From an optimization exercise on the open Yosys and OpenROAD flow, aimed at small area, a short achievable clock period and few clock cycles; shortcuts taken in it are not production practice. At most, simulation tests tie the RTL to the original design; equivalence was not proved. The RTL of run 3 was laid out without a check of its function.

==> flow/design.v <==
`timescale 1ns/10ps
module geofence (clk, reset, X, Y, valid, is_inside);
input clk;
input reset;
input [9:0] X;
input [9:0] Y;
output reg valid;
output reg is_inside;
localparam S0 = 2'd0, S1 = 2'd1, S3 = 2'd3;
reg [3:0] cnt;           
reg [1:0] st;
reg       sf;
reg [9:0] px, py;        
reg       wsx, wsy;      
reg [9:0] wmx, wmy_n;        
wire [9:0] wmy = ~wmy_n;
reg       lsx, lsy, rsx, rsy;
reg [9:0] lmx_n, lmy, rmx_n, rmy;       
wire [9:0] lmx = ~lmx_n, rmx = ~rmx_n;
wire [10:0] dx = {1'b0, X} - {1'b0, px};
wire [10:0] dy = {1'b0, Y} - {1'b0, py};
wire       dsx = dx[10];
wire       dsy = dy[10];
wire [9:0] dmx = (dx[9:0] ^ {10{dsx}}) + {9'd0, dsx};
wire [9:0] dmy = (dy[9:0] ^ {10{dsy}}) + {9'd0, dsy};
wire lzx = lmx == 0, lzy = lmy == 0, wzx = wmx == 0, wzy = wmy == 0;
wire rzx = rmx == 0, rzy = rmy == 0;
wire a_s1 = lsx ^ wsy, a_s2 = lsy ^ wsx;      
wire b_s1 = wsy ^ rsx, b_s2 = wsx ^ rsy;      
wire a_n, a_z, b_n, b_z;
xsign ua (.a(lmx), .b(wmy), .c(lmy), .d(wmx), .inj(a_s1),  .neg(a_n), .zero(a_z));
xsign ub (.a(wmy), .b(rmx), .c(wmx), .d(rmy), .inj(!b_s1), .neg(b_n), .zero(b_z));
wire a_fz = (lzx || wzy) && (lzy || wzx);     
wire b_fz = (wzy || rzx) && (wzx || rzy);
wire a_neg  = (a_s1 != a_s2) ? (a_s1 && !a_fz) : (a_s1 ^ a_n);
wire a_zero = (a_s1 != a_s2) ? a_fz : a_z;
wire b_neg  = (b_s1 != b_s2) ? (!b_s1 && !b_fz) : !(b_s1 ^ b_n);
wire b_zero = (b_s1 != b_s2) ? b_fz : b_z;
wire w_zero = wzx && wzy;
wire opp = ((!lzx && (lsx != wsx)) || (!lzy && (lsy != wsy))) &&
           ((!rzx && (rsx != wsx)) || (!rzy && (rsy != wsy)));
wire set_l  = ((st == S0) && !w_zero) || ((st == S1) && a_neg);
wire set_r  = ((st == S0) && !w_zero) || ((st == S1) && b_neg);
wire flip_l = (st == S3) && a_neg;
wire flip_r = (st == S3) && b_neg;
wire sf_n   = sf || ((st == S1) && a_neg && b_neg);
reg [1:0] st_n;
always @(*) begin
    st_n = st;
    case (st)
    S0: if (!w_zero) st_n = S1;
    S1: if (!w_zero && a_zero && b_zero && opp) st_n = S3;
    S3: if (a_neg || b_neg) st_n = S1;
    default: st_n = st;
    endcase
end
wire proc = (cnt >= 4'd2) && (cnt <= 4'd8);
always @(posedge clk or posedge reset) begin
    if (reset) begin
        cnt <= 4'd0;
        st <= S0;
        sf <= 1'b0;
        valid <= 1'b0;
        is_inside <= 1'b0;
    end else begin
        cnt <= (cnt == 4'd9) ? 4'd0 : cnt + 4'd1;
        valid <= (cnt == 4'd8);
        if (cnt == 4'd8) is_inside <= sf_n;
        if (proc) begin
            st <= st_n;
            sf <= sf_n;
        end else begin
            st <= S0;
            sf <= 1'b0;
        end
    end
end
always @(posedge clk) begin
    if (cnt == 4'd0) begin
        px <= X;
        py <= Y;
    end
    wsx <= dsx; wmx <= dmx;
    wsy <= dsy; wmy_n <= ~dmy;
    if (proc && set_l) begin
        lsx <= wsx; lmx_n <= ~wmx;
        lsy <= wsy; lmy <= wmy;
    end else if (proc && flip_l) begin
        lsx <= !lsx;
        lsy <= !lsy;
    end
    if (proc && set_r) begin
        rsx <= wsx; rmx_n <= ~wmx;
        rsy <= wsy; rmy <= wmy;
    end else if (proc && flip_r) begin
        rsx <= !rsx;
        rsy <= !rsy;
    end
end
endmodule
module xsign (input [9:0] a, input [9:0] b, input [9:0] c, input [9:0] d, input inj, output neg, output zero);
wire injn = ~inj;
wire t1, t2, t3, t4, t5, t6, t7, t8, t9, t10, t11, t12, t13, t14, t15, t16, t17, t18, t19, t20, t21, t22, t23, t24, t25, t26, t27, t28, t29, t30, t31, t32, t33, t34, t35, t36, t37, t38, t39, t40, t41, t42, t43, t44, t45, t46, t47, t48, t49, t50, t51, t52, t53, t54, t55, t56, t57, t58, t59, t60, t61, t62, t63, t64, t65, t66, t67, t68, t69, t70, t71, t72, t73, t74, t75, t76, t77, t78, t79, t80, t81, t82, t83, t84, t85, t86, t87, t88, t89, t90, t91, t92, t93, t94, t95, t96, t97, t98, t99, t100, t101, t102, t103, t104, t105, t106, t107, t108, t109, t110, t111, t112, t113, t114, t115, t116, t117, t118, t119, t120, t121, t122, t123, t124, t125, t126, t127, t128, t129, t130, t131, t132, t133, t134, t135, t136, t137, t138, t139, t140, t141, t142, t143, t144, t145, t146, t147, t148, t149, t150, t151, t152, t153, t154, t155, t156, t157, t158, t159, t160, t161, t162, t163, t164, t165, t166, t167, t168, t169, t170, t171, t172, t173, t174, t175, t176, t177, t178, t179, t180, t181, t182, t183, t184, t185, t186, t187, t188, t189, t190, t191, t192, t193, t194, t195, t196, t197, t198, t199, t200, t201, t202, t203, t204, t205, t206, t207, t208, t209, t210, t211, t212, t213, t214, t215, t216, t217, t218, t219, t220, t221, t222, t223, t224, t225, t226, t227, t228, t229, t230, t231, t232, t233, t234, t235, t236, t237, t238, t239, t240, t241, t242, t243, t244, t245, t246, t247, t248, t249, t250, t251, t252, t253, t254, t255, t256, t257, t258, t259, t260, t261, t262, t263, t264, t265, t266, t267, t268, t269, t270, t271, t272, t273, t274, t275, t276, t277, t278, t279, t280, t281, t282, t283, t284, t285, t286, t287, t288, t289, t290, t291, t292, t293, t294, t295, t296, t297, t298, t299, t300, t301, t302, t303, t304, t305, t306, t307, t308, t309, t310, t311, t312, t313, t314, t315, t316, t317, t318, t319, t320, t321, t322, t323, t324, t325, t326, t327, t328, t329, t330, t331, t332, t333, t334, t335, t336, t337, t338, t339, t340, t341, t342, t343, t344, t345, t346, t347, t348, t349, t350, t351, t352, t353, t354, t355, t356, t357, t358, t359, t360, t361, t362, t363, t364, t365, t366, t367, t368, t369, t370, t371, t372, t373, t374, t375, t376, t377, t378, t379, t380, t381, t382, t383, t384, t385, t386, t387, t388, t389, t390, t391, t392, t393, t394, t395, t396, t397, t398, t399, t400, t401, t402, t403, t404, t405, t406, t407, t408, t409, t410, t411, t412, t413, t414, t415, t416, t417, t418, t419, t420, t421, t422, t423, t424, t425, t426, t427, t428, t429, t430, t431, t432, t433, t434, t435, t436, t437, t438, t439, t440, t441, t442, t443, t444, t445, t446, t447, t448, t449, t450, t451, t452, t453, t454, t455, t456, t457, t458, t459, t460, t461, t462, t463, t464, t465, t466, t467, t468, t469, t470, t471, t472, t473, t474, t475, t476, t477, t478, t479, t480, t481, t482, t483, t484, t485, t486, t487, t488, t489, t490, t491, t492, t493, t494, t495, t496, t497, t498, t499, t500, t501, t502, t503, t504, t505, t506, t507, t508, t509, t510, t511, t512, t513, t514, t515, t516, t517, t518, t519, t520, t521, t522, t523, t524, t525, t526, t527, t528, t529, t530, t531, t532, t533, t534, t535, t536, t537, t538, t539, t540, t541, t542, t543, t544, t545, t546, t547, t548, t549, t550, t551, t552, t553, t554, t555, t556, t557, t558, t559, t560, t561, t562, t563, t564, t565, t566, t567;
assign t1 = (a[0] & b[0]);
assign t2 = ~(c[0] & d[0]);
assign t3 = injn;
assign t4 = (a[0] & b[1]);
assign t5 = (a[1] & b[0]);
assign t6 = ~(c[1] & d[0]);
assign t7 = ~(c[0] & d[1]);
assign t8 = (a[0] & b[2]);
assign t9 = (a[1] & b[1]);
assign t10 = (a[2] & b[0]);
assign t11 = ~(c[2] & d[0]);
assign t12 = ~(c[1] & d[1]);
assign t13 = ~(c[0] & d[2]);
assign t14 = (a[0] & b[3]);
assign t15 = (a[1] & b[2]);
assign t16 = (a[2] & b[1]);
assign t17 = (a[3] & b[0]);
assign t18 = ~(c[3] & d[0]);
assign t19 = ~(c[2] & d[1]);
assign t20 = ~(c[1] & d[2]);
assign t21 = ~(c[0] & d[3]);
assign t22 = (a[0] & b[4]);
assign t23 = (a[1] & b[3]);
assign t24 = (a[2] & b[2]);
assign t25 = (a[3] & b[1]);
assign t26 = (a[4] & b[0]);
assign t27 = ~(c[4] & d[0]);
assign t28 = ~(c[3] & d[1]);
assign t29 = ~(c[2] & d[2]);
assign t30 = ~(c[1] & d[3]);
assign t31 = ~(c[0] & d[4]);
assign t32 = (a[0] & b[5]);
assign t33 = (a[1] & b[4]);
assign t34 = (a[2] & b[3]);
assign t35 = (a[3] & b[2]);
assign t36 = (a[4] & b[1]);
assign t37 = (a[5] & b[0]);
assign t38 = ~(c[5] & d[0]);
assign t39 = ~(c[4] & d[1]);
assign t40 = ~(c[3] & d[2]);
assign t41 = ~(c[2] & d[3]);
assign t42 = ~(c[1] & d[4]);
assign t43 = ~(c[0] & d[5]);
assign t44 = (a[0] & b[6]);
assign t45 = (a[1] & b[5]);
assign t46 = (a[2] & b[4]);
assign t47 = (a[3] & b[3]);
assign t48 = (a[4] & b[2]);
assign t49 = (a[5] & b[1]);
assign t50 = (a[6] & b[0]);
assign t51 = ~(c[6] & d[0]);
assign t52 = ~(c[5] & d[1]);
assign t53 = ~(c[4] & d[2]);
assign t54 = ~(c[3] & d[3]);
assign t55 = ~(c[2] & d[4]);
assign t56 = ~(c[1] & d[5]);
assign t57 = ~(c[0] & d[6]);
assign t58 = (a[0] & b[7]);
assign t59 = (a[1] & b[6]);
assign t60 = (a[2] & b[5]);
assign t61 = (a[3] & b[4]);
assign t62 = (a[4] & b[3]);
assign t63 = (a[5] & b[2]);
assign t64 = (a[6] & b[1]);
assign t65 = (a[7] & b[0]);
assign t66 = ~(c[7] & d[0]);
assign t67 = ~(c[6] & d[1]);
assign t68 = ~(c[5] & d[2]);
assign t69 = ~(c[4] & d[3]);
assign t70 = ~(c[3] & d[4]);
assign t71 = ~(c[2] & d[5]);
assign t72 = ~(c[1] & d[6]);
assign t73 = ~(c[0] & d[7]);
assign t74 = (a[0] & b[8]);
assign t75 = (a[1] & b[7]);
assign t76 = (a[2] & b[6]);
assign t77 = (a[3] & b[5]);
assign t78 = (a[4] & b[4]);
assign t79 = (a[5] & b[3]);
assign t80 = (a[6] & b[2]);
assign t81 = (a[7] & b[1]);
assign t82 = (a[8] & b[0]);
assign t83 = ~(c[8] & d[0]);
assign t84 = ~(c[7] & d[1]);
assign t85 = ~(c[6] & d[2]);
assign t86 = ~(c[5] & d[3]);
assign t87 = ~(c[4] & d[4]);
assign t88 = ~(c[3] & d[5]);
assign t89 = ~(c[2] & d[6]);
assign t90 = ~(c[1] & d[7]);
assign t91 = ~(c[0] & d[8]);
assign t92 = (a[0] & b[9]);
assign t93 = (a[1] & b[8]);
assign t94 = (a[2] & b[7]);
assign t95 = (a[3] & b[6]);
assign t96 = (a[4] & b[5]);
assign t97 = (a[5] & b[4]);
assign t98 = (a[6] & b[3]);
assign t99 = (a[7] & b[2]);
assign t100 = (a[8] & b[1]);
assign t101 = (a[9] & b[0]);
assign t102 = ~(c[9] & d[0]);
assign t103 = ~(c[8] & d[1]);
assign t104 = ~(c[7] & d[2]);
assign t105 = ~(c[6] & d[3]);
assign t106 = ~(c[5] & d[4]);
assign t107 = ~(c[4] & d[5]);
assign t108 = ~(c[3] & d[6]);
assign t109 = ~(c[2] & d[7]);
assign t110 = ~(c[1] & d[8]);
assign t111 = ~(c[0] & d[9]);
assign t112 = (a[1] & b[9]);
assign t113 = (a[2] & b[8]);
assign t114 = (a[3] & b[7]);
assign t115 = (a[4] & b[6]);
assign t116 = (a[5] & b[5]);
assign t117 = (a[6] & b[4]);
assign t118 = (a[7] & b[3]);
assign t119 = (a[8] & b[2]);
assign t120 = (a[9] & b[1]);
assign t121 = ~(c[9] & d[1]);
assign t122 = ~(c[8] & d[2]);
assign t123 = ~(c[7] & d[3]);
assign t124 = ~(c[6] & d[4]);
assign t125 = ~(c[5] & d[5]);
assign t126 = ~(c[4] & d[6]);
assign t127 = ~(c[3] & d[7]);
assign t128 = ~(c[2] & d[8]);
assign t129 = ~(c[1] & d[9]);
assign t130 = (a[2] & b[9]);
assign t131 = (a[3] & b[8]);
assign t132 = (a[4] & b[7]);
assign t133 = (a[5] & b[6]);
assign t134 = (a[6] & b[5]);
assign t135 = (a[7] & b[4]);
assign t136 = (a[8] & b[3]);
assign t137 = (a[9] & b[2]);
assign t138 = ~(c[9] & d[2]);
assign t139 = ~(c[8] & d[3]);
assign t140 = ~(c[7] & d[4]);
assign t141 = ~(c[6] & d[5]);
assign t142 = ~(c[5] & d[6]);
assign t143 = ~(c[4] & d[7]);
assign t144 = ~(c[3] & d[8]);
assign t145 = ~(c[2] & d[9]);
assign t146 = (a[3] & b[9]);
assign t147 = (a[4] & b[8]);
assign t148 = (a[5] & b[7]);
assign t149 = (a[6] & b[6]);
assign t150 = (a[7] & b[5]);
assign t151 = (a[8] & b[4]);
assign t152 = (a[9] & b[3]);
assign t153 = ~(c[9] & d[3]);
assign t154 = ~(c[8] & d[4]);
assign t155 = ~(c[7] & d[5]);
assign t156 = ~(c[6] & d[6]);
assign t157 = ~(c[5] & d[7]);
assign t158 = ~(c[4] & d[8]);
assign t159 = ~(c[3] & d[9]);
assign t160 = (a[4] & b[9]);
assign t161 = (a[5] & b[8]);
assign t162 = (a[6] & b[7]);
assign t163 = (a[7] & b[6]);
assign t164 = (a[8] & b[5]);
assign t165 = (a[9] & b[4]);
assign t166 = ~(c[9] & d[4]);
assign t167 = ~(c[8] & d[5]);
assign t168 = ~(c[7] & d[6]);
assign t169 = ~(c[6] & d[7]);
assign t170 = ~(c[5] & d[8]);
assign t171 = ~(c[4] & d[9]);
assign t172 = (a[5] & b[9]);
assign t173 = (a[6] & b[8]);
assign t174 = (a[7] & b[7]);
assign t175 = (a[8] & b[6]);
assign t176 = (a[9] & b[5]);
assign t177 = ~(c[9] & d[5]);
assign t178 = ~(c[8] & d[6]);
assign t179 = ~(c[7] & d[7]);
assign t180 = ~(c[6] & d[8]);
assign t181 = ~(c[5] & d[9]);
assign t182 = (a[6] & b[9]);
assign t183 = (a[7] & b[8]);
assign t184 = (a[8] & b[7]);
assign t185 = (a[9] & b[6]);
assign t186 = ~(c[9] & d[6]);
assign t187 = ~(c[8] & d[7]);
assign t188 = ~(c[7] & d[8]);
assign t189 = ~(c[6] & d[9]);
assign t190 = (a[7] & b[9]);
assign t191 = (a[8] & b[8]);
assign t192 = (a[9] & b[7]);
assign t193 = ~(c[9] & d[7]);
assign t194 = ~(c[8] & d[8]);
assign t195 = ~(c[7] & d[9]);
assign t196 = (a[8] & b[9]);
assign t197 = (a[9] & b[8]);
assign t198 = ~(c[9] & d[8]);
assign t199 = ~(c[8] & d[9]);
assign t200 = (a[9] & b[9]);
assign t201 = ~(c[9] & d[9]);
assign {t203, t202} = {1'b0, t92} + {1'b0, t93} + {1'b0, t94};
assign t204 = t112 ^ t113;
assign t205 = t112 & t113;
assign {t207, t206} = {1'b0, t44} + {1'b0, t45} + {1'b0, t46};
assign {t209, t208} = {1'b0, t58} + {1'b0, t59} + {1'b0, t60};
assign {t211, t210} = {1'b0, t61} + {1'b0, t62} + {1'b0, t63};
assign t212 = t64 ^ t65;
assign t213 = t64 & t65;
assign {t215, t214} = {1'b0, t74} + {1'b0, t75} + {1'b0, t76};
assign {t217, t216} = {1'b0, t77} + {1'b0, t78} + {1'b0, t79};
assign {t219, t218} = {1'b0, t80} + {1'b0, t81} + {1'b0, t82};
assign {t221, t220} = {1'b0, t83} + {1'b0, t84} + {1'b0, t85};
assign t222 = t86 ^ t87;
assign t223 = t86 & t87;
assign {t225, t224} = {1'b0, t95} + {1'b0, t96} + {1'b0, t97};
assign {t227, t226} = {1'b0, t98} + {1'b0, t99} + {1'b0, t100};
assign {t229, t228} = {1'b0, t101} + {1'b0, t102} + {1'b0, t103};
assign {t231, t230} = {1'b0, t104} + {1'b0, t105} + {1'b0, t106};
assign {t233, t232} = {1'b0, t107} + {1'b0, t108} + {1'b0, t109};
assign t234 = t110 ^ t111;
assign t235 = t110 & t111;
assign {t237, t236} = {1'b0, t114} + {1'b0, t115} + {1'b0, t116};
assign {t239, t238} = {1'b0, t117} + {1'b0, t118} + {1'b0, t119};
assign {t241, t240} = {1'b0, t120} + {1'b0, t121} + {1'b0, t122};
assign {t243, t242} = {1'b0, t123} + {1'b0, t124} + {1'b0, t125};
assign {t245, t244} = {1'b0, t126} + {1'b0, t127} + {1'b0, t128};
assign t246 = ~(t129 ^ t204);
assign t247 = t129 | t204;
assign {t249, t248} = {1'b0, t130} + {1'b0, t131} + {1'b0, t132};
assign {t251, t250} = {1'b0, t133} + {1'b0, t134} + {1'b0, t135};
assign {t253, t252} = {1'b0, t136} + {1'b0, t137} + {1'b0, t138};
assign {t255, t254} = {1'b0, t139} + {1'b0, t140} + {1'b0, t141};
assign {t257, t256} = {1'b0, t142} + {1'b0, t143} + {1'b0, t144};
assign {t259, t258} = {1'b0, t146} + {1'b0, t147} + {1'b0, t148};
assign {t261, t260} = {1'b0, t149} + {1'b0, t150} + {1'b0, t151};
assign {t263, t262} = {1'b0, t152} + {1'b0, t153} + {1'b0, t154};
assign {t265, t264} = {1'b0, t160} + {1'b0, t161} + {1'b0, t162};
assign {t267, t266} = {1'b0, t22} + {1'b0, t23} + {1'b0, t24};
assign {t269, t268} = {1'b0, t32} + {1'b0, t33} + {1'b0, t34};
assign {t271, t270} = {1'b0, t35} + {1'b0, t36} + {1'b0, t37};
assign t272 = t38 ^ t39;
assign t273 = t38 & t39;
assign {t275, t274} = {1'b0, t47} + {1'b0, t48} + {1'b0, t49};
assign {t277, t276} = {1'b0, t50} + {1'b0, t51} + {1'b0, t52};
assign {t279, t278} = {1'b0, t53} + {1'b0, t54} + {1'b0, t55};
assign t280 = t56 ^ t57;
assign t281 = t56 & t57;
assign {t283, t282} = {1'b0, t66} + {1'b0, t67} + {1'b0, t68};
assign {t285, t284} = {1'b0, t69} + {1'b0, t70} + {1'b0, t71};
assign t286 = ~(t72 ^ t73);
assign t287 = t72 | t73;
assign {t289, t288} = {1'b0, t208} + {1'b0, t210} + {1'b0, t212};
assign {t291, t290} = {1'b0, t88} + {1'b0, t89} + {1'b0, t90};
assign t292 = ~(t91 ^ t214);
assign t293 = t91 | t214;
assign {t295, t294} = {1'b0, t216} + {1'b0, t218} + {1'b0, t220};
assign {t297, t296} = {1'b0, t222} + {1'b0, t209} + {1'b0, t211};
assign t298 = ~(t224 ^ t202);
assign t299 = t224 | t202;
assign {t301, t300} = {1'b0, t226} + {1'b0, t228} + {1'b0, t230};
assign {t303, t302} = {1'b0, t232} + {1'b0, t234} + {1'b0, t215};
assign {t305, t304} = {1'b0, t217} + {1'b0, t219} + {1'b0, t221};
assign {t307, t306} = {1'b0, t203} + {1'b0, t236} + {1'b0, t238};
assign {t309, t308} = {1'b0, t240} + {1'b0, t242} + {1'b0, t244};
assign {t311, t310} = {1'b0, t246} + {1'b0, t225} + {1'b0, t227};
assign {t313, t312} = {1'b0, t229} + {1'b0, t231} + {1'b0, t233};
assign {t315, t314} = {1'b0, t145} + {1'b0, t205} + {1'b0, t248};
assign {t317, t316} = {1'b0, t250} + {1'b0, t252} + {1'b0, t254};
assign {t319, t318} = {1'b0, t256} + {1'b0, t237} + {1'b0, t239};
assign {t321, t320} = {1'b0, t241} + {1'b0, t243} + {1'b0, t245};
assign {t323, t322} = {1'b0, t155} + {1'b0, t156} + {1'b0, t157};
assign {t325, t324} = {1'b0, t158} + {1'b0, t159} + {1'b0, t258};
assign {t327, t326} = {1'b0, t260} + {1'b0, t262} + {1'b0, t249};
assign {t329, t328} = {1'b0, t251} + {1'b0, t253} + {1'b0, t255};
assign {t331, t330} = {1'b0, t163} + {1'b0, t164} + {1'b0, t165};
assign {t333, t332} = {1'b0, t166} + {1'b0, t167} + {1'b0, t168};
assign {t335, t334} = {1'b0, t169} + {1'b0, t170} + {1'b0, t171};
assign {t337, t336} = {1'b0, t264} + {1'b0, t259} + {1'b0, t261};
assign {t339, t338} = {1'b0, t172} + {1'b0, t173} + {1'b0, t174};
assign {t341, t340} = {1'b0, t175} + {1'b0, t176} + {1'b0, t177};
assign {t343, t342} = {1'b0, t178} + {1'b0, t179} + {1'b0, t180};
assign {t345, t344} = {1'b0, t182} + {1'b0, t183} + {1'b0, t184};
assign t346 = t8 ^ t9;
assign t347 = t8 & t9;
assign {t349, t348} = {1'b0, t14} + {1'b0, t15} + {1'b0, t16};
assign {t351, t350} = {1'b0, t17} + {1'b0, t18} + {1'b0, t19};
assign {t353, t352} = {1'b0, t25} + {1'b0, t26} + {1'b0, t27};
assign {t355, t354} = {1'b0, t28} + {1'b0, t29} + {1'b0, t30};
assign t356 = ~t31;
assign t357 = t31;
assign {t359, t358} = {1'b0, t40} + {1'b0, t41} + {1'b0, t42};
assign t360 = ~(t43 ^ t268);
assign t361 = t43 | t268;
assign {t363, t362} = {1'b0, t270} + {1'b0, t272} + {1'b0, t267};
assign t364 = ~(t274 ^ t206);
assign t365 = t274 | t206;
assign {t367, t366} = {1'b0, t276} + {1'b0, t278} + {1'b0, t280};
assign {t369, t368} = {1'b0, t269} + {1'b0, t271} + {1'b0, t273};
assign {t371, t370} = {1'b0, t207} + {1'b0, t282} + {1'b0, t284};
assign {t373, t372} = {1'b0, t286} + {1'b0, t288} + {1'b0, t275};
assign {t375, t374} = {1'b0, t277} + {1'b0, t279} + {1'b0, t281};
assign {t377, t376} = {1'b0, t213} + {1'b0, t290} + {1'b0, t292};
assign {t379, t378} = {1'b0, t294} + {1'b0, t296} + {1'b0, t283};
assign {t381, t380} = {1'b0, t285} + {1'b0, t287} + {1'b0, t289};
assign {t383, t382} = {1'b0, t223} + {1'b0, t298} + {1'b0, t300};
assign {t385, t384} = {1'b0, t302} + {1'b0, t304} + {1'b0, t291};
assign {t387, t386} = {1'b0, t293} + {1'b0, t295} + {1'b0, t297};
assign {t389, t388} = {1'b0, t235} + {1'b0, t306} + {1'b0, t308};
assign {t391, t390} = {1'b0, t310} + {1'b0, t312} + {1'b0, t299};
assign {t393, t392} = {1'b0, t301} + {1'b0, t303} + {1'b0, t305};
assign {t395, t394} = {1'b0, t247} + {1'b0, t314} + {1'b0, t316};
assign {t397, t396} = {1'b0, t318} + {1'b0, t320} + {1'b0, t307};
assign {t399, t398} = {1'b0, t309} + {1'b0, t311} + {1'b0, t313};
assign {t401, t400} = {1'b0, t257} + {1'b0, t322} + {1'b0, t324};
assign {t403, t402} = {1'b0, t326} + {1'b0, t328} + {1'b0, t315};
assign {t405, t404} = {1'b0, t317} + {1'b0, t319} + {1'b0, t321};
assign {t407, t406} = {1'b0, t263} + {1'b0, t330} + {1'b0, t332};
assign {t409, t408} = {1'b0, t334} + {1'b0, t336} + {1'b0, t323};
assign {t411, t410} = {1'b0, t325} + {1'b0, t327} + {1'b0, t329};
assign {t413, t412} = {1'b0, t181} + {1'b0, t265} + {1'b0, t338};
assign {t415, t414} = {1'b0, t340} + {1'b0, t342} + {1'b0, t331};
assign {t417, t416} = {1'b0, t333} + {1'b0, t335} + {1'b0, t337};
assign {t419, t418} = {1'b0, t185} + {1'b0, t186} + {1'b0, t187};
assign {t421, t420} = {1'b0, t188} + {1'b0, t189} + {1'b0, t344};
assign {t423, t422} = {1'b0, t339} + {1'b0, t341} + {1'b0, t343};
assign {t425, t424} = {1'b0, t190} + {1'b0, t191} + {1'b0, t192};
assign {t427, t426} = {1'b0, t193} + {1'b0, t194} + {1'b0, t195};
assign t428 = t4 ^ t5;
assign t429 = t4 & t5;
assign {t431, t430} = {1'b0, t10} + {1'b0, t11} + {1'b0, t12};
assign t432 = ~t13;
assign t433 = t13;
assign t434 = ~(t20 ^ t21);
assign t435 = t20 | t21;
assign {t437, t436} = {1'b0, t348} + {1'b0, t350} + {1'b0, t347};
assign {t439, t438} = {1'b0, t266} + {1'b0, t352} + {1'b0, t354};
assign {t441, t440} = {1'b0, t356} + {1'b0, t349} + {1'b0, t351};
assign {t443, t442} = {1'b0, t358} + {1'b0, t360} + {1'b0, t362};
assign {t445, t444} = {1'b0, t353} + {1'b0, t355} + {1'b0, t357};
assign {t447, t446} = {1'b0, t364} + {1'b0, t366} + {1'b0, t368};
assign {t449, t448} = {1'b0, t359} + {1'b0, t361} + {1'b0, t363};
assign {t451, t450} = {1'b0, t370} + {1'b0, t372} + {1'b0, t374};
assign {t453, t452} = {1'b0, t365} + {1'b0, t367} + {1'b0, t369};
assign {t455, t454} = {1'b0, t376} + {1'b0, t378} + {1'b0, t380};
assign {t457, t456} = {1'b0, t371} + {1'b0, t373} + {1'b0, t375};
assign {t459, t458} = {1'b0, t382} + {1'b0, t384} + {1'b0, t386};
assign {t461, t460} = {1'b0, t377} + {1'b0, t379} + {1'b0, t381};
assign {t463, t462} = {1'b0, t388} + {1'b0, t390} + {1'b0, t392};
assign {t465, t464} = {1'b0, t383} + {1'b0, t385} + {1'b0, t387};
assign {t467, t466} = {1'b0, t394} + {1'b0, t396} + {1'b0, t398};
assign {t469, t468} = {1'b0, t389} + {1'b0, t391} + {1'b0, t393};
assign {t471, t470} = {1'b0, t400} + {1'b0, t402} + {1'b0, t404};
assign {t473, t472} = {1'b0, t395} + {1'b0, t397} + {1'b0, t399};
assign {t475, t474} = {1'b0, t406} + {1'b0, t408} + {1'b0, t410};
assign {t477, t476} = {1'b0, t401} + {1'b0, t403} + {1'b0, t405};
assign {t479, t478} = {1'b0, t412} + {1'b0, t414} + {1'b0, t416};
assign {t481, t480} = {1'b0, t407} + {1'b0, t409} + {1'b0, t411};
assign {t483, t482} = {1'b0, t418} + {1'b0, t420} + {1'b0, t422};
assign {t485, t484} = {1'b0, t413} + {1'b0, t415} + {1'b0, t417};
assign {t487, t486} = {1'b0, t345} + {1'b0, t424} + {1'b0, t426};
assign {t489, t488} = {1'b0, t419} + {1'b0, t421} + {1'b0, t423};
assign {t491, t490} = {1'b0, t196} + {1'b0, t197} + {1'b0, t198};
assign {t493, t492} = {1'b0, t199} + {1'b0, t425} + {1'b0, t427};
assign t494 = t6 ^ t7;
assign t495 = t6 & t7;
assign {t497, t496} = {1'b0, t346} + {1'b0, t430} + {1'b0, t432};
assign {t499, t498} = {1'b0, t434} + {1'b0, t436} + {1'b0, t431};
assign {t501, t500} = {1'b0, t438} + {1'b0, t440} + {1'b0, t435};
assign {t503, t502} = {1'b0, t442} + {1'b0, t444} + {1'b0, t439};
assign {t505, t504} = {1'b0, t446} + {1'b0, t448} + {1'b0, t443};
assign {t507, t506} = {1'b0, t450} + {1'b0, t452} + {1'b0, t447};
assign {t509, t508} = {1'b0, t454} + {1'b0, t456} + {1'b0, t451};
assign {t511, t510} = {1'b0, t458} + {1'b0, t460} + {1'b0, t455};
assign {t513, t512} = {1'b0, t462} + {1'b0, t464} + {1'b0, t459};
assign {t515, t514} = {1'b0, t466} + {1'b0, t468} + {1'b0, t463};
assign {t517, t516} = {1'b0, t470} + {1'b0, t472} + {1'b0, t467};
assign {t519, t518} = {1'b0, t474} + {1'b0, t476} + {1'b0, t471};
assign {t521, t520} = {1'b0, t478} + {1'b0, t480} + {1'b0, t475};
assign {t523, t522} = {1'b0, t482} + {1'b0, t484} + {1'b0, t479};
assign {t525, t524} = {1'b0, t486} + {1'b0, t488} + {1'b0, t483};
assign {t527, t526} = {1'b0, t490} + {1'b0, t492} + {1'b0, t487};
assign {t529, t528} = {1'b0, t200} + {1'b0, t201} + {1'b0, t491};
assign t530 = t1 ^ t2;
assign t531 = t1 & t2;
assign t532 = ~(t494 ^ t428);
assign t533 = t494 | t428;
assign {t535, t534} = {1'b0, t429} + {1'b0, t496} + {1'b0, t495};
assign {t537, t536} = {1'b0, t433} + {1'b0, t498} + {1'b0, t497};
assign {t539, t538} = {1'b0, t437} + {1'b0, t500} + {1'b0, t499};
assign {t541, t540} = {1'b0, t441} + {1'b0, t502} + {1'b0, t501};
assign {t543, t542} = {1'b0, t445} + {1'b0, t504} + {1'b0, t503};
assign {t545, t544} = {1'b0, t449} + {1'b0, t506} + {1'b0, t505};
assign {t547, t546} = {1'b0, t453} + {1'b0, t508} + {1'b0, t507};
assign {t549, t548} = {1'b0, t457} + {1'b0, t510} + {1'b0, t509};
assign {t551, t550} = {1'b0, t461} + {1'b0, t512} + {1'b0, t511};
assign {t553, t552} = {1'b0, t465} + {1'b0, t514} + {1'b0, t513};
assign {t555, t554} = {1'b0, t469} + {1'b0, t516} + {1'b0, t515};
assign {t557, t556} = {1'b0, t473} + {1'b0, t518} + {1'b0, t517};
assign {t559, t558} = {1'b0, t477} + {1'b0, t520} + {1'b0, t519};
assign {t561, t560} = {1'b0, t481} + {1'b0, t522} + {1'b0, t521};
assign {t563, t562} = {1'b0, t485} + {1'b0, t524} + {1'b0, t523};
assign {t565, t564} = {1'b0, t489} + {1'b0, t526} + {1'b0, t525};
assign {t567, t566} = {1'b0, t493} + {1'b0, t528} + {1'b0, t527};
wire [20:0] r1 = {1'b1, t529, t566, t564, t562, t560, t558, t556, t554, t552, t550, t548, t546, t544, t542, t540, t538, t536, t534, t532, t3};
wire [20:0] r2 = {1'b0, t567, t565, t563, t561, t559, t557, t555, t553, t551, t549, t547, t545, t543, t541, t539, t537, t535, t533, t531, t530};
wire cg0_0 = (r1[1] & r2[1]) | ((r1[1] | r2[1]) & (r1[0] & r2[0]));
wire cp0_0 = (r1[1] | r2[1]) & (r1[0] | r2[0]);
wire cg0_2 = (r1[3] & r2[3]) | ((r1[3] | r2[3]) & (r1[2] & r2[2]));
wire cp0_2 = (r1[3] | r2[3]) & (r1[2] | r2[2]);
wire cg0_4 = (r1[5] & r2[5]) | ((r1[5] | r2[5]) & (r1[4] & r2[4]));
wire cp0_4 = (r1[5] | r2[5]) & (r1[4] | r2[4]);
wire cg0_6 = (r1[7] & r2[7]) | ((r1[7] | r2[7]) & (r1[6] & r2[6]));
wire cp0_6 = (r1[7] | r2[7]) & (r1[6] | r2[6]);
wire cg0_8 = (r1[9] & r2[9]) | ((r1[9] | r2[9]) & (r1[8] & r2[8]));
wire cp0_8 = (r1[9] | r2[9]) & (r1[8] | r2[8]);
wire cg0_10 = (r1[11] & r2[11]) | ((r1[11] | r2[11]) & (r1[10] & r2[10]));
wire cp0_10 = (r1[11] | r2[11]) & (r1[10] | r2[10]);
wire cg0_12 = (r1[13] & r2[13]) | ((r1[13] | r2[13]) & (r1[12] & r2[12]));
wire cp0_12 = (r1[13] | r2[13]) & (r1[12] | r2[12]);
wire cg0_14 = (r1[15] & r2[15]) | ((r1[15] | r2[15]) & (r1[14] & r2[14]));
wire cp0_14 = (r1[15] | r2[15]) & (r1[14] | r2[14]);
wire cg0_16 = (r1[17] & r2[17]) | ((r1[17] | r2[17]) & (r1[16] & r2[16]));
wire cp0_16 = (r1[17] | r2[17]) & (r1[16] | r2[16]);
wire cg0_18 = (r1[19] & r2[19]) | ((r1[19] | r2[19]) & (r1[18] & r2[18]));
wire cp0_18 = (r1[19] | r2[19]) & (r1[18] | r2[18]);
wire cg1_0 = cg0_2 | (cp0_2 & cg0_0);
wire cp1_0 = cp0_2 & cp0_0;
wire cg1_2 = cg0_6 | (cp0_6 & cg0_4);
wire cp1_2 = cp0_6 & cp0_4;
wire cg1_4 = cg0_10 | (cp0_10 & cg0_8);
wire cp1_4 = cp0_10 & cp0_8;
wire cg1_6 = cg0_14 | (cp0_14 & cg0_12);
wire cp1_6 = cp0_14 & cp0_12;
wire cg1_8 = cg0_18 | (cp0_18 & cg0_16);
wire cp1_8 = cp0_18 & cp0_16;
wire cg2_0 = cg1_2 | (cp1_2 & cg1_0);
wire cp2_0 = cp1_2 & cp1_0;
wire cg2_2 = cg1_6 | (cp1_6 & cg1_4);
wire cp2_2 = cp1_6 & cp1_4;
wire cg3_0 = cg2_2 | (cp2_2 & cg2_0);
wire cp3_0 = cp2_2 & cp2_0;
wire cg4_0 = cg1_8 | (cp1_8 & cg3_0);
wire cp4_0 = cp1_8 & cp3_0;
assign neg = r1[20] ^ r2[20] ^ cg4_0;
wire [20:0] zx = r1 ^ r2;
wire [20:0] zc = {r1[19:0] | r2[19:0], 1'b0};
assign zero = inj ? (&zx) : (zx == zc);
endmodule
==> flow/flow/run.sh <==
#!/bin/bash
# Standard ORFS layout with two additions (same clock period and constraints):
#  1. after the standard synthesis, flow/polarity.py removes the inverters that
#     Yosys's full-adder extraction leaves between adders (logic unchanged);
#  2. timing repair aims at a larger setup slack than the default.
set -euo pipefail
RES="$PWD/orfs/results/$FLOW_PLATFORM/geofence/base"
LIB="$FLOW_HOME/platforms/$FLOW_PLATFORM/lib/sky130_fd_sc_hd__tt_025C_1v80.lib"
bash standard.sh "$RES/1_2_yosys.v" > synth.log 2>&1
cp "$RES/1_2_yosys.v" 1_2_yosys.before_polarity.v
python3 flow/polarity.py "$RES/1_2_yosys.v" "$LIB" > polarity.log 2>&1
bash standard.sh SETUP_SLACK_MARGIN=6.25 finish > layout.log 2>&1
==> flow/flow/polarity.py <==
#!/usr/bin/env python3
"""Inverter clean-up for a Yosys-mapped sky130hd netlist (flat, one module).

A full adder is self-dual: FA(~a, ~b, ~c) = (~sum, ~cout).  Simple gates have
an output-complemented twin with the same pins (and2/nand2, or2/nor2, ...).
This pass removes every inverter, then picks for each full adder and each such
gate whether it works in complemented polarity, so that as few signals as
possible need an inverter, re-adding one inverter per signal that still needs
its complement.  The logic function of the netlist is unchanged.

usage: polarity.py netlist.v liberty.lib [out.v]
"""
import re, sys, random

src, libf = sys.argv[1], sys.argv[2]
dst = sys.argv[3] if len(sys.argv) > 3 else src
P = "sky130_fd_sc_hd__"
OUTPINS = {"X", "Y", "Q", "Q_N", "SUM", "COUT", "HI", "LO"}
PAIRS = [("and2", "nand2"), ("or2", "nor2"), ("xor2", "xnor2"), ("a21o", "a21oi"),
         ("o21a", "o21ai"), ("a22o", "a22oi"), ("o22a", "o22ai"), ("and3", "nand3"),
         ("or3", "nor3"), ("and4", "nand4"), ("or4", "nor4"), ("a211o", "a211oi"),
         ("o211a", "o211ai"), ("a31o", "a31oi"), ("o31a", "o31ai"), ("and2b", "nand2b"),
         ("or2b", "nor2b"), ("mux2", "mux2i")]
COMP = {}
for a, b in PAIRS:
    COMP[a] = b
    COMP[b] = a

lib = open(libf).read()
area = {}
cpos = [(m.start(), m.group(1)) for m in re.finditer(r'cell \("(' + P + r'\w+)"\)', lib)]
for i, (pos, name) in enumerate(cpos):
    end = cpos[i + 1][0] if i + 1 < len(cpos) else len(lib)
    m = re.search(r'\n\s*area : ([0-9.]+);', lib[pos:end])
    if m:
        area[name] = float(m.group(1))
dont_use = {"sky130_fd_sc_hd__probe_p_8", "sky130_fd_sc_hd__probec_p_8"}

def family(t):
    m = re.match(P + r'(\w+?)_(\d+)$', t)
    return (m.group(1), int(m.group(2))) if m else (None, None)

def comp_type(t):
    fam, _ = family(t)
    c = COMP.get(fam)
    if not c:
        return None
    for size in (1, 2, 0, 4):
        name = f"{P}{c}_{size}"
        if name in area:
            return name
    return None

text = open(src).read()
mstart = text.index("module ")
hdr_end = text.index(";", mstart) + 1
endm = text.rindex("endmodule")
body = text[hdr_end:endm]
inst_re = re.compile(r'\n(\s*)(' + P + r'\w+)\s+(\S+)\s*\((.*?)\);', re.S)
pin_re = re.compile(r'\.(\w+)\(\s*((?:\\\S+\s)|[^()\s]*)\s*\)')
cells = []
for m in inst_re.finditer(body):
    pins = [(p, n.strip()) for p, n in pin_re.findall(m.group(4))]
    cells.append({"type": m.group(2), "name": m.group(3), "pins": pins, "span": m.span()})
ports = set()
for m in re.finditer(r'\n\s*(?:input|output|inout)\s+(?:\[[^\]]*\]\s*)?([^;]+);', body):
    for n in m.group(1).split(","):
        ports.add(n.strip())
def netbase(n):
    return n.split("[")[0].strip() if not n.startswith("\\") else n

drv = {}
for i, c in enumerate(cells):
    for p, n in c["pins"]:
        if p in OUTPINS and n:
            drv[n] = (i, p)

def is_inv(c):
    fam, _ = family(c["type"])
    return fam in ("inv", "clkinv")

removable = set()
for i, c in enumerate(cells):
    if is_inv(c):
        y = dict(c["pins"]).get("Y")
        a = dict(c["pins"]).get("A")
        if y and a and netbase(y) not in ports and not y.startswith("1'") and not a.startswith("1'"):
            removable.add(i)

memo = {}
def base(n):
    if n in memo:
        return memo[n]
    d = drv.get(n)
    if d and d[0] in removable:
        a = dict(cells[d[0]]["pins"])["A"]
        b, q = base(a)
        r = (b, q ^ 1)
    else:
        r = (n, 0)
    memo[n] = r
    return r

flip_kind = {}
for i, c in enumerate(cells):
    if i in removable:
        continue
    fam, _ = family(c["type"])
    if fam == "fa":
        flip_kind[i] = "fa"
    elif fam in COMP and comp_type(c["type"]):
        flip_kind[i] = "gate"
flip = {i: 0 for i in flip_kind}

# consumer pins
cons = {}      # base -> list of (cell, pin index, q)
for i, c in enumerate(cells):
    if i in removable:
        continue
    for k, (p, n) in enumerate(c["pins"]):
        if p in OUTPINS or not n or n.startswith("1'"):
            continue
        b, q = base(n)
        cons.setdefault(b, []).append((i, k, q))
cell_in_bases = {}
for b, lst in cons.items():
    for i, k, q in lst:
        cell_in_bases.setdefault(i, set()).add(b)
cell_out_bases = {}
for n, (i, p) in drv.items():
    if i not in removable:
        cell_out_bases.setdefault(i, set()).add(n)

def fdrv(b):
    d = drv.get(b)
    return flip.get(d[0], 0) if d else 0

def needs(b):
    fd = fdrv(b)
    for i, k, q in cons.get(b, ()):
        fc = flip[i] if flip_kind.get(i) == "fa" else 0
        if q ^ fc ^ fd:
            return 1
    return 0

INV = area[P + "inv_1"]
def gate_cost(i):
    if flip_kind.get(i) == "gate" and flip[i]:
        return area[comp_type(cells[i]["type"])] - area[cells[i]["type"]]
    return 0.0

def affected(i):
    s = set(cell_out_bases.get(i, ()))
    if flip_kind[i] == "fa":
        s |= cell_in_bases.get(i, set())
    return s

def total():
    return INV * sum(needs(b) for b in cons) + sum(gate_cost(i) for i in flip_kind)

start = total()
before_inv = len(removable)
rng = random.Random(1)
order = list(flip_kind)

def local_cost(i):
    aff = affected(i)
    return INV * sum(needs(b) for b in aff) + gate_cost(i)

def greedy():
    improved = True
    passes = 0
    while improved and passes < 50:
        improved = False
        passes += 1
        rng.shuffle(order)
        for i in order:
            c0 = local_cost(i)
            flip[i] ^= 1
            c1 = local_cost(i)
            if c1 < c0 - 1e-9:
                improved = True
            else:
                flip[i] ^= 1

# simulated annealing over flips of single cells and of a full adder together
# with the simple gates that drive its inputs
groups = [[i] for i in order]
for i in order:
    if flip_kind[i] != "fa":
        continue
    g = [i]
    for p, n in cells[i]["pins"]:
        if p in OUTPINS:
            continue
        d = drv.get(base(n)[0]) if n else None
        if d and flip_kind.get(d[0]) == "gate" and d[0] not in g:
            g.append(d[0])
    if len(g) > 1:
        groups.append(g)

def group_cost(g):
    aff = set()
    for i in g:
        aff |= affected(i)
    return INV * sum(needs(b) for b in aff) + sum(gate_cost(i) for i in g)

import math
cur = total()
best, bestflip = cur, dict(flip)
T0, T1 = 4.0, 0.05
steps = 400 * len(groups) if groups else 0
for s_ in range(steps):
    T = T0 * (T1 / T0) ** (s_ / max(1, steps - 1))
    g = groups[rng.randrange(len(groups))]
    c0 = group_cost(g)
    for i in g:
        flip[i] ^= 1
    c1 = group_cost(g)
    d = c1 - c0
    if d <= 0 or rng.random() < math.exp(-d / T):
        cur += d
        if cur < best - 1e-9:
            best, bestflip = cur, dict(flip)
    else:
        for i in g:
            flip[i] ^= 1
flip.update(bestflip)
greedy()
end = total()

# rewrite
newpins = {i: list(c["pins"]) for i, c in enumerate(cells)}
newtype = {i: c["type"] for i, c in enumerate(cells)}
for i, k in flip_kind.items():
    if k == "gate" and flip[i]:
        t = comp_type(cells[i]["type"])
        newtype[i] = t
        outp = "Y" if family(t)[0] in [b for a, b in PAIRS] and family(t)[0] != "mux2" or family(t)[0] == "mux2i" else "X"
        # inverting families use Y, non-inverting use X
        fam = family(t)[0]
        outp = "Y" if fam in ("nand2", "nor2", "xnor2", "a21oi", "o21ai", "a22oi", "o22ai", "nand3", "nor3", "nand4", "nor4", "a211oi", "o211ai", "a31oi", "o31ai", "nand2b", "nor2b", "mux2i") else "X"
        newpins[i] = [((outp if p in ("X", "Y") else p), n) for p, n in newpins[i]]
newinv = []
newwires = []
cnt = 0
for b, lst in cons.items():
    fd = fdrv(b)
    invnet = None
    for i, k, q in lst:
        fc = flip[i] if flip_kind.get(i) == "fa" else 0
        if q ^ fc ^ fd:
            if invnet is None:
                cnt += 1
                invnet = f"_pol{cnt}_"
                newwires.append(invnet)
                newinv.append((f"_polinv{cnt}_", b, invnet))
            n = invnet
        else:
            n = b
        p, _ = newpins[i][k]
        newpins[i][k] = (p, n)

def fmt(n):
    return n + " " if n.startswith("\\") else n
out = []
pos = 0
for i, c in enumerate(cells):
    s, e = c["span"]
    out.append(body[pos:s])
    pos = e
    if i in removable:
        continue
    ind = "\n  "
    pins = ",\n".join(f"    .{p}({fmt(n)})" for p, n in newpins[i])
    out.append(f"{ind}{newtype[i]} {c['name']} (\n{pins}\n  );")
out.append(body[pos:])
for name, a, y in newinv:
    out.append(f"  {P}inv_1 {name} (\n    .A({fmt(a)}),\n    .Y({y})\n  );\n")
nb = "".join(out)
decl = "".join(f"\n  wire {w};" for w in newwires)
res = text[:hdr_end] + decl + nb + text[endm:]
open(dst, "w").write(res)
nflip = sum(1 for i in flip if flip[i])
print(f"polarity: removed {before_inv} inverters, added {len(newinv)}; flipped {nflip} cells; cost {start:.1f} -> {end:.1f} (um2, inverters + gate swaps)")
==> flow/standard.sh <==
#!/bin/bash
# synth_recipe.tcl (not shown) runs the flow's synth.tcl, then flattens the netlist and writes it again
# the make line also repeats each setting of config.mk as NAME=value (left out here)
make -C /OpenROAD-flow-scripts/flow DESIGN_CONFIG=/design/flow/config.mk WORK_HOME=/design/flow/orfs CLKGATE_MAP_FILE= SYNTH_SCRIPT=/design/flow/synth_recipe.tcl "${@:-finish}"
==> flow/config.mk <==
export PLATFORM = sky130hd
export DESIGN_NAME = geofence
export DESIGN_NICKNAME = geofence
export VERILOG_FILES = /design/flow/design.v
export SDC_FILE = /design/flow/constraint.sdc
export NUM_CORES = 4
export LEC_CHECK = 0
export CAP_MARGIN = 20
export CORE_MARGIN = 2
export CORE_UTILIZATION = 40
export SLEW_MARGIN = 20
==> flow/constraint.sdc <==
create_clock -name core_clock -period 13.0 [get_ports {clk}]
set_input_delay 2.6000 -clock core_clock [delete_from_list [all_inputs] [get_ports {clk}]]
set_output_delay 2.6000 -clock core_clock [all_outputs]
set_load 0.01 [all_outputs]
==> results of run 1 <==
-- area by class of cell --
type | count | area, sq um | share of cell area
tap | 518 | 648.1 | 0.03586
multi-input combinational | 1224 | 12290 | 0.6800
inverter | 203 | 762.0 | 0.04215
clock buffer | 9 | 225.2 | 0.01246
sequential | 95 | 2634 | 0.1457
clock inverter | 7 | 87.58 | 0.004845
timing repair buffer | 162 | 1428 | 0.07898
-- through the flow --
step           area [sq um]  std cells  setup slack (ps)
6_report              18080       2218              6421
5_1_grt               18080       2218              6208
4_1_cts               17070       2120              6259
3_5_place_dp          16470       2076              5032
3_3_place_gp          16470       2076              5335
2_1_floorplan         15790       1603              6444
-- worst max-delay path, delay by kind of cell, from the launching register on --
family / cells / cell delay, ps
adder cells (fa/ha/maj): 8 / 3350
AO/OA/AOI/OAI: 4 / 1150
AND/OR/NAND/NOR: 4 / 750
flip-flops: 1 / 530
buffers and inverters: 5 / 460
multiplexers: 1 / 180
-- per-layer routing --
| metal | track usage | up-vias | part of all wire |
|---|---|---|---|
| li1 | - | 5187 | - |
| met1 | 0.2930 | 6043 | 0.40 |
| met2 | 0.3617 | 611 | 0.47 |
| met3 | 0.04607 | 104 | 0.094 |
| met4 | 0.07143 | 0 | 0.032 |
| met5 | 0 | - | 0 |
-- state kept, by name, summed over array words and instances (netlist names) --
name / flops
rsy: 1
py: 10
st: 2
lsx: 1
px: 10
lmy: 10
rsx: 1
cnt: 4
wmx: 10
rmx_n: 10
rmy: 10
valid: 1
is_inside: 1
sf: 1
wmy_n: 10
lmx_n: 10
wsx: 1
lsy: 1
wsy: 1
-- final timing paths --
kind | from | end | cells past startpoint
max | rmx_n[8]$_DFFE_PP_ | rsx$_DFFE_PP_ | 22
min | is_inside$_DFFE_PP0P_ | is_inside$_DFFE_PP0P_ | 2
max reg2reg | rmx_n[8]$_DFFE_PP_ | rsx$_DFFE_PP_ | 22
min reg2reg | is_inside$_DFFE_PP0P_ | is_inside$_DFFE_PP0P_ | 2
max in group asynchronous | reset | st[0]$_DFFE_PP0P_ | 2
min in group asynchronous | reset | is_inside$_DFFE_PP0P_ | 2
-- placed cells by master, fill, tap and decap left out, types with 5 or more instances in the layout --
cell and n:
fa_1 315, nor2_1 236, nand2_1 205, inv_1 203, ha_1 135, buf_4 117, edfxtp_1 64, xnor2_1 54
a21oi_1 31, xor2_1 29, nand4_1 27, o21ai_0 24, clkdlybuf4s50_1 23, nor4_1 19, and2_1 16, nor3_1 16
fa_2 13, nor2b_1 12, dfxtp_4 12, clkbuf_16 11, buf_6 11, dfrtp_1 9, dfxtp_1 9, nor2_2 6
nand2b_1 6, a21o_1 5, o21bai_1 5, nand3_1 5
-- timing repair --
| item | in CTS | in global routing |
|---|---|---|
| pin swaps | 2 | 12 |
| gates resized for setup | 28 | 56 |
| setup endpoints to repair | 51 | 50 |
| setup buffers | 27 | 95 |
| gates cloned | 1 | 3 |
| hold buffers | 0 | 0 |
==> impl_results.md, run 1 <==
- Core area: 38,830 sq um
- Required @ worst endpoint: 13,190 ps
- Yosys warning total: 1
- Crit-path max cell delay: 600 ps
- Min Clock Period, post-route: 6579 ps
- Max_cap viols: 0
- Syn Nets: 2,090
- Filler cell count: 3,579
- Tcrit/Tclk final: 0.5061
- Detail Route Antenna Nets: 0
- Slew Viols, Final: 0
- Fin. Hold Viols: 0
- Clk pin slew, worst setup/hold paths: 60 ps
- # clock sinks: 95
- CP Cell Sequence: buf_6, nor2_1, ha_1, inv_1, ha_1, inv_1, fa_2, fa_1, fa_2, fa_2, fa_1, inv_1, ha_2, nor2_4, or4b_4, a211oi_4, nor4_4, o211a_1, a2111o_1, a21boi_4, buf_4, mux2i_1
- # DRC: 0
- Syn Inst Count: 1,603
- 1st-pass router iterations: 6
- Slowest-stage cell, CP: fa_2
- Share of cells above drive strength 1: 0.1200
- Post-DP HPWL: 32,400 um
- CTS root buffer: clkbuf_16
- GPL Wtd Cong: 0.9265
- Upper clock frequency limit: 0.1520 GHz
- Die width: 202.6 um
- RSZ-0062 raised after global routing: false
- Die Y: 202.6 um
- Fin nets: 2,182
- Site Rows: 72
- Antenna Cells: 0
- Via density per instance: 5.385
- Initial antenna violation count: 0
- Final Util: 0.4656
- Mapped Area: 15,780 sq um
- Clock Path Buffers: 2
- TritonCTS Buffers: 9
- IO buf count: 23
- R2R Setup Slk: 6420 ps
- Crit Path Class: reg2reg
- Pin count of the biggest net entering global routing: 23
- Type of the tightest min-delay check: reg2reg
- Relative slew slack: 0.4766
- Final WL: 45,460 um
- Iter 0 DRT Violations: 1,102
- Average size of a mapped cell: 9.843 sq um
- Hold_ws: 507.7 ps
- CTS tree: built
- Clock latency on the worst-skew pair: 350 ps
- Io pins: 24
- Vias: 11.95k
- Crit end category: register
- Gr usage total: 0.2205
- Initial Util: 0.4064
- Avg WL per Cell: 20.49 um
- Setup TNS: 0 ps
- H-tree level count: 3
- Worst clock skew: 11.17 ps
- Worst slew pin tran: 781.5 ps
- Area growth from synthesis to layout: 14.57%
- Final setup viols: 0
- DIE AREA: 41,050 sq um
- Global-route wire length before repair: 69,660 um
- Worst-path fanout max: 6
- Outcome: no timing/DRC/antenna violations
- Number of global-route vias before repair: 12.78k
- Arr. time, crit path: 6770 ps
- Remaining Overflow, GRT: 0
- Crit start category: register
Testbench counts, summed over its fixed seeds: cycles 12,800.
==> inputs of run 2 (changes only) <==
--- a/flow/flow/run.sh
+++ b/flow/flow/run.sh
@@ -10,3 +10,3 @@
 cp "$RES/1_2_yosys.v" 1_2_yosys.before_polarity.v
 python3 flow/polarity.py "$RES/1_2_yosys.v" "$LIB" > polarity.log 2>&1
-bash standard.sh SETUP_SLACK_MARGIN=6.25 finish > layout.log 2>&1
+bash standard.sh SETUP_SLACK_MARGIN=5.75 finish > layout.log 2>&1
==> impl_results.md, run 2 <==
- Outcome: no timing/DRC/antenna violations
- Site Rows: 72
- FF-to-FF path depth: 18
- Share of cells above drive strength 1: 0.04619
- # DRC: 0
- Crit end category: register
- IO buf count: 23
- Final setup viols: 0
- Cell area after layout: 17,030 sq um
- Upper clock frequency limit: 0.1425 GHz
- Post-DP HPWL: 32,080 um
- DIE AREA: 41,050 sq um
- R2R Setup Slk: 5980 ps
- Hold_buf cts: 0
- Hold Startpoint: is_inside$_DFFE_PP0P_
- RR Endpoint: rmx_n[7]$_DFFE_PP_
- H-tree level count: 3
- # clock sinks: 95
- Die Y: 202.6 um
- Tcrit/Tclk final: 0.5399
- Io pins: 24
- Detail Route Antenna Nets: 0
- Syn Nets: 2,090
- TritonCTS Buffers: 9
- Number of global-route vias before repair: 12.54k
- Clock latency on the worst-skew pair: 340 ps
- Register area: 2610 sq um
- 1st-pass router iterations: 6
- Crit Path Class: reg2reg
- Initial Util: 0.4064
- Area of the multi-input gates: 12,180 sq um
- Antenna Cells: 0
- Max_cap viols: 0
- Worst slew pin tran: 793.7 ps
- Filler cell count: 3,673
- Setup TNS: 0 ps
- Most frequent cells in the layout: 328 x fa_1, 243 x nor2_1, 205 x nand2_1
- Fin nets: 2,084
- Average size of a mapped cell: 9.843 sq um
- Die width: 202.6 um
- Core area: 38,830 sq um
- RSZ-0062 raised after global routing: true
- Type of the tightest min-delay check: reg2reg
- Initial antenna violation count: 0
- Final WL: 42,400 um
- Final Non-Filler Cells: 2,120
- Via density per instance: 5.393
- Worst-path fanout max: 11
- CTS root buffer: clkbuf_16
- Worst reg2reg path startpoint: rmx_n[4]$_DFFE_PP_
- Vias: 11.43k
- Relative slew slack: 0.4684
- Avg WL per Cell: 20.00 um
- Mapped Area: 15,780 sq um
- Pin count of the biggest net entering global routing: 23
- WHS Endpoint: is_inside$_DFFE_PP0P_
- Crit start category: register
- Slew Viols, Final: 0
- Iter 0 DRT Violations: 1,051
- Worst clock skew: 7.894 ps
- Fin. Hold Viols: 0
- Hold Path Cell Cnt: 2
- Clock Path Buffers: 2
- DP Cell Count: 2,078
- Gr usage total: 0.2173
- CTS tree: built
- Min Clock Period, post-route: 7019 ps
- Syn Inst Count: 1,603
- Clk pin slew, worst setup/hold paths: 70 ps
- Required @ worst endpoint: 13,060 ps
- Most common cell after layout, fill and taps aside: fa_1
- Post-DP Area: 16,480 sq um
- GPL Wtd Cong: 0.9012
- Global-route wire length before repair: 68,890 um
- Remaining Overflow, GRT: 0
- Area growth from synthesis to layout: 7.938%
- Arr. time, crit path: 7080 ps
- Yosys warning total: 1
==> run 2: timing repair <==
action	4_1_cts	5_1_grt
pin swaps	1	2
buffers inserted	0	25
setup endpoints to repair	48	45
gates cloned	1	0
gates resized for setup	14	7
==> run 2: critical path, cell delays in order (launching register included) <==
cell      delay, ps
edfxtp_1        710
nor2_1          140
fa_1            530
fa_1            520
fa_1            570
fa_1            440
fa_1            460
fa_1            570
inv_1            50
ha_1            230
nor4_1          300
inv_1           110
or4b_4          500
a211oi_2        180
nor4_1          120
o211a_1         230
a2111o_1        550
a21boi_4        340
buf_4           170
==> run 2: final cells by class <==
type                            count  share of cell area
Multi-Input combinational cell   1223              0.7151
Sequential cell                    95              0.1533
Inverter                          203             0.04474
Tap cell                          518             0.03806
Timing Repair Buffer               65             0.03277
Clock buffer                       11             0.01367
Clock inverter                      5            0.002425
==> run 2: through the flow <==
stage	setup slack [ps]	util	hold slack [ps]
floorplan	6240	-	446.3
detailed placement	4546	0.4244	492.7
CTS	5802	0.4327	509.2
global placement	4678	0.4244	484.2
global route	5741	0.4386	567.6
finish	5981	0.4386	496.4
==> run 2: how the worst max path moves through the flow <==
stage                     slack [ps]            endpoint               start  cells after the start
after global routing            5740       lsx$_DFFE_PP_      wmx[3]$_DFF_P_                     17
after global placement          4680       lsy$_DFFE_PP_      wmx[3]$_DFF_P_                     17
after CTS                       5800    rmy[8]$_DFFE_PP_    rmy[3]$_DFFE_PP_                     17
final                           5980  rmx_n[7]$_DFFE_PP_  rmx_n[4]$_DFFE_PP_                     18
after floorplan                 6240       rsx$_DFFE_PP_    wmy_n[6]$_DFF_P_                     19
after detailed placement        4550       lsy$_DFFE_PP_    wmy_n[7]$_DFF_P_                     16
==> run 2: layer usage <==
| layer | routed length [um] | track usage | vias up | part of all wire |
|---|---|---|---|---|
| met4 | 1232 | 0.06674 | 0 | 0.029 |
| met2 | 20280 | 0.3589 | 508 | 0.48 |
| met5 | 0 | 0 | - | 0 |
| li1 | - | - | 4987 | - |
| met3 | 3384 | 0.03772 | 97 | 0.080 |
| met1 | 17510 | 0.2931 | 5842 | 0.41 |
==> inputs of run 3 (changes only) <==
--- a/flow/design.v
+++ b/flow/design.v
@@ -15,7 +15,9 @@
 reg [9:0] wmx, wmy_n;        
 wire [9:0] wmy = ~wmy_n;
+reg [9:0] wbx_n, wby;        
+wire [9:0] wbx = ~wbx_n;
 reg       lsx, lsy, rsx, rsy;
-reg [9:0] lmx_n, lmy, rmx_n, rmy;       
-wire [9:0] lmx = ~lmx_n, rmx = ~rmx_n;
+reg [9:0] lmx_n, lmy, rmx, rmy_n;       
+wire [9:0] lmx = ~lmx_n, rmy = ~rmy_n;
 wire [10:0] dx = {1'b0, X} - {1'b0, px};
 wire [10:0] dy = {1'b0, Y} - {1'b0, py};
@@ -25,15 +27,15 @@
 wire [9:0] dmy = (dy[9:0] ^ {10{dsy}}) + {9'd0, dsy};
 wire lzx = lmx == 0, lzy = lmy == 0, wzx = wmx == 0, wzy = wmy == 0;
-wire rzx = rmx == 0, rzy = rmy == 0;
+wire rzx = rmx == 0, rzy = rmy == 0, wbzx = wbx == 0, wbzy = wby == 0;
 wire a_s1 = lsx ^ wsy, a_s2 = lsy ^ wsx;      
-wire b_s1 = wsy ^ rsx, b_s2 = wsx ^ rsy;      
+wire b_s1 = wsx ^ rsy, b_s2 = wsy ^ rsx;      
 wire a_n, a_z, b_n, b_z;
 xsign ua (.a(lmx), .b(wmy), .c(lmy), .d(wmx), .inj(a_s1),  .neg(a_n), .zero(a_z));
-xsign ub (.a(wmy), .b(rmx), .c(wmx), .d(rmy), .inj(!b_s1), .neg(b_n), .zero(b_z));
+xsign ub (.a(wbx), .b(rmy), .c(wby), .d(rmx), .inj(b_s1),  .neg(b_n), .zero(b_z));
 wire a_fz = (lzx || wzy) && (lzy || wzx);     
-wire b_fz = (wzy || rzx) && (wzx || rzy);
+wire b_fz = (wbzx || rzy) && (wbzy || rzx);
 wire a_neg  = (a_s1 != a_s2) ? (a_s1 && !a_fz) : (a_s1 ^ a_n);
 wire a_zero = (a_s1 != a_s2) ? a_fz : a_z;
-wire b_neg  = (b_s1 != b_s2) ? (!b_s1 && !b_fz) : !(b_s1 ^ b_n);
+wire b_neg  = (b_s1 != b_s2) ? (b_s1 && !b_fz) : (b_s1 ^ b_n);
 wire b_zero = (b_s1 != b_s2) ? b_fz : b_z;
 wire w_zero = wzx && wzy;
@@ -81,6 +83,6 @@
         py <= Y;
     end
-    wsx <= dsx; wmx <= dmx;
-    wsy <= dsy; wmy_n <= ~dmy;
+    wsx <= dsx; wmx <= dmx; wbx_n <= ~dmx;
+    wsy <= dsy; wmy_n <= ~dmy; wby <= dmy;
     if (proc && set_l) begin
         lsx <= wsx; lmx_n <= ~wmx;
@@ -91,6 +93,6 @@
     end
     if (proc && set_r) begin
-        rsx <= wsx; rmx_n <= ~wmx;
-        rsy <= wsy; rmy <= wmy;
+        rsx <= wsx; rmx <= wbx;
+        rsy <= wsy; rmy_n <= ~wby;
     end else if (proc && flip_r) begin
         rsx <= !rsx;
--- a/flow/flow/run.sh
+++ b/flow/flow/run.sh
@@ -10,3 +10,3 @@
 cp "$RES/1_2_yosys.v" 1_2_yosys.before_polarity.v
 python3 flow/polarity.py "$RES/1_2_yosys.v" "$LIB" > polarity.log 2>&1
-bash standard.sh SETUP_SLACK_MARGIN=5.75 finish > layout.log 2>&1
+bash standard.sh SETUP_SLACK_MARGIN=6 finish > layout.log 2>&1
==> impl_results.md, run 3 <==
- Outcome: no timing/DRC/antenna violations
- Hold Path Cell Cnt: 2
- Fin nets: 2,153
- Detail Route Antenna Nets: 0
- Crit end category: register
- Min Clock Period, post-route: 6691 ps
- GPL Wtd Cong: 0.8985
- Hold_buf cts: 0
- RSZ-0062 raised after global routing: false
- Most numerous cell on the critical path: fa_1
- Relative slew slack: 0.3349
- Clk pin slew, worst setup/hold paths: 60 ps
- # DRC: 0
- Post-DP HPWL: 35,750 um
- IO buf count: 23
- Iter 0 DRT Violations: 717
- Die Y: 208.0 um
- Clock Path Buffers: 2
- Vias: 11.85k
- Most frequent cells in the layout: 328 x fa_1, 247 x nor2_1, 242 x inv_1
- Core area: 40,920 sq um
- Share of cells above drive strength 1: 0.04169
- DIE AREA: 43,270 sq um
- Worst-path fanout max: 22
- Global-route wire length before repair: 73,820 um
- Max_cap viols: 0
- RR Endpoint: rsx$_DFFE_PP_
- Pin count of the biggest net entering global routing: 23
- Gr usage total: 0.2226
- 1st-pass router iterations: 5
- Initial antenna violation count: 2
- Avg WL per Cell: 20.60 um
- Mapped Area: 16,650 sq um
- Average size of a mapped cell: 9.834 sq um
- Most common cell after layout, fill and taps aside: fa_1
- WHS Endpoint: sf$_DFF_PP0_
- Crit-path max cell delay: 670 ps
- Site Rows: 74
- R2R Setup Slk: 6310 ps
- Slowest-stage cell, CP: dfxtp_1
- Crit start category: register
- CTS tree: built
- Remaining Overflow, GRT: 0
- FF-to-FF path depth: 16
- Worst clock skew: 10.83 ps
- Crit Path Class: reg2reg
- Io pins: 24
- Clock latency on the worst-skew pair: 440 ps
- Arr. time, crit path: 6870 ps
- Upper clock frequency limit: 0.1495 GHz
- Syn Inst Count: 1,693
- Final setup viols: 0
- # clock sinks: 115
- Setup TNS: 0 ps
- CTS root buffer: clkbuf_16
- Die width: 208.0 um
- Yosys warning total: 1
- Slew Viols, Final: 0
- Worst slew pin tran: 993.0 ps
- TritonCTS Buffers: 17
- CP Cell Sequence: nor2_1, fa_1, fa_1, fa_1, fa_1, fa_1, fa_1, inv_1, ha_1, or4_1, a21oi_1, o31ai_1, a211oi_2, mux2i_1, a31o_4, mux2i_1
- Final WL: 45,580 um
- Initial Util: 0.4068
- H-tree level count: 4
- Tcrit/Tclk final: 0.5147
- Worst reg2reg path startpoint: wbx_n[0]$_DFF_P_
- Final worst slack: 6309 ps
- Type of the tightest min-delay check: reg2reg
- Pre-CTS WS: 5920 ps
- Area growth from synthesis to layout: 7.710%
- Required @ worst endpoint: 13,180 ps
- Hold Startpoint: sf$_DFF_PP0_
- Largest delay contributor family on the critical path: adder cells
- Syn Nets: 2,180
- Number of global-route vias before repair: 13.20k
- Fin. Hold Viols: 0
- Via density per instance: 5.354
- Worst Path Buf+Inv: 1
## run 3: timing repair
| item | 4_1_cts | 5_1_grt |
|---|---|---|
| buffers inserted | 0 | 13 |
| gates resized for setup | 2 | 9 |
| endpoints found under the setup margin | 24 | 24 |
| pin swaps | 0 | 0 |
## run 3: cell type report
type / count / area [sq um]
Clock buffer: 19 / 475.5
Inverter: 242 / 908.4
Sequential cell: 115 / 2998
Fill cell: 3947 / 22990
Antenna cell: 2 / 5.005
Tap cell: 532 / 665.6
Clock inverter: 13 / 91.34
Timing Repair Buffer: 38 / 342.8
Multi-Input combinational cell: 1252 / 12450
## run 3: tightest hold or removal path: cells and delay by family (launching register included)
kind	cells	cell delay, ps
flops	1	320
compound gates	1	110
buf+inv	1	50
## run 3: per-stage QoR
stage	std cells	utilization	area (sq um)	hold slack (ps)
2_1_floorplan	1693	-	16650	438.8
3_3_place_gp	2166	0.4212	17240	500.1
3_5_place_dp	2166	0.4212	17240	500.4
4_1_cts	2198	0.4353	17820	513.4
5_1_grt	2213	0.4382	17930	559.0
6_report	2213	0.4382	17930	507.5
## run 3: routing by layer
layer	routed length (um)	vias up	global-route usage
li1	-	5232	-
met1	18530	6039	0.2809
met2	22320	453	0.3724
met3	2825	125	0.04000
met4	1907	0	0.1030
met5	0	-	0
## run 3: worst max-delay path by stage
stage | from | endpoint | slack [ps] | cells after the start
after global placement | wbx_n[3]$_DFF_P_ | rsx$_DFFE_PP_ | 6040 | 16
after global routing | wbx_n[7]$_DFF_P_ | rsx$_DFFE_PP_ | 6000 | 16
after detailed placement | wbx_n[3]$_DFF_P_ | rsx$_DFFE_PP_ | 5920 | 16
after CTS | wbx_n[3]$_DFF_P_ | rsx$_DFFE_PP_ | 6090 | 16
final | wbx_n[0]$_DFF_P_ | rsx$_DFFE_PP_ | 6310 | 16
after floorplan | lmx_n[2]$_DFFE_PP_ | lsx$_DFFE_PP_ | 6980 | 18

what the ideal ports hide:
In the flow no input, the clock included, has a driving cell. The finished layouts below were timed again as built, in two steps.
Step 1, drivers: a clkbuf_16 drives clk and a buf_2 each remaining input, both assumed.
Step 2 times the ports against the registers' clock, not the clock port: input delays grow and output delays shrink by t, the midpoint of the rising clock arrivals with the driver on.
Three values: no drivers, after step 1, after step 2; two values: the first two.
run	t, ns	slack for setup (ns)	cell pins on the clock port's net
run 1	0.388	6.421 / 6.421 / 6.360	1
run 2	0.379	5.981 / 5.981 / 5.981	1
run 3	0.476	6.309 / 6.309 / 6.110	1
After both steps setup and hold are still met in every run listed. For run 3, which loses most, drivers alone change the setup slack by 0.000 ns; drivers and shift together by -0.199 ns.
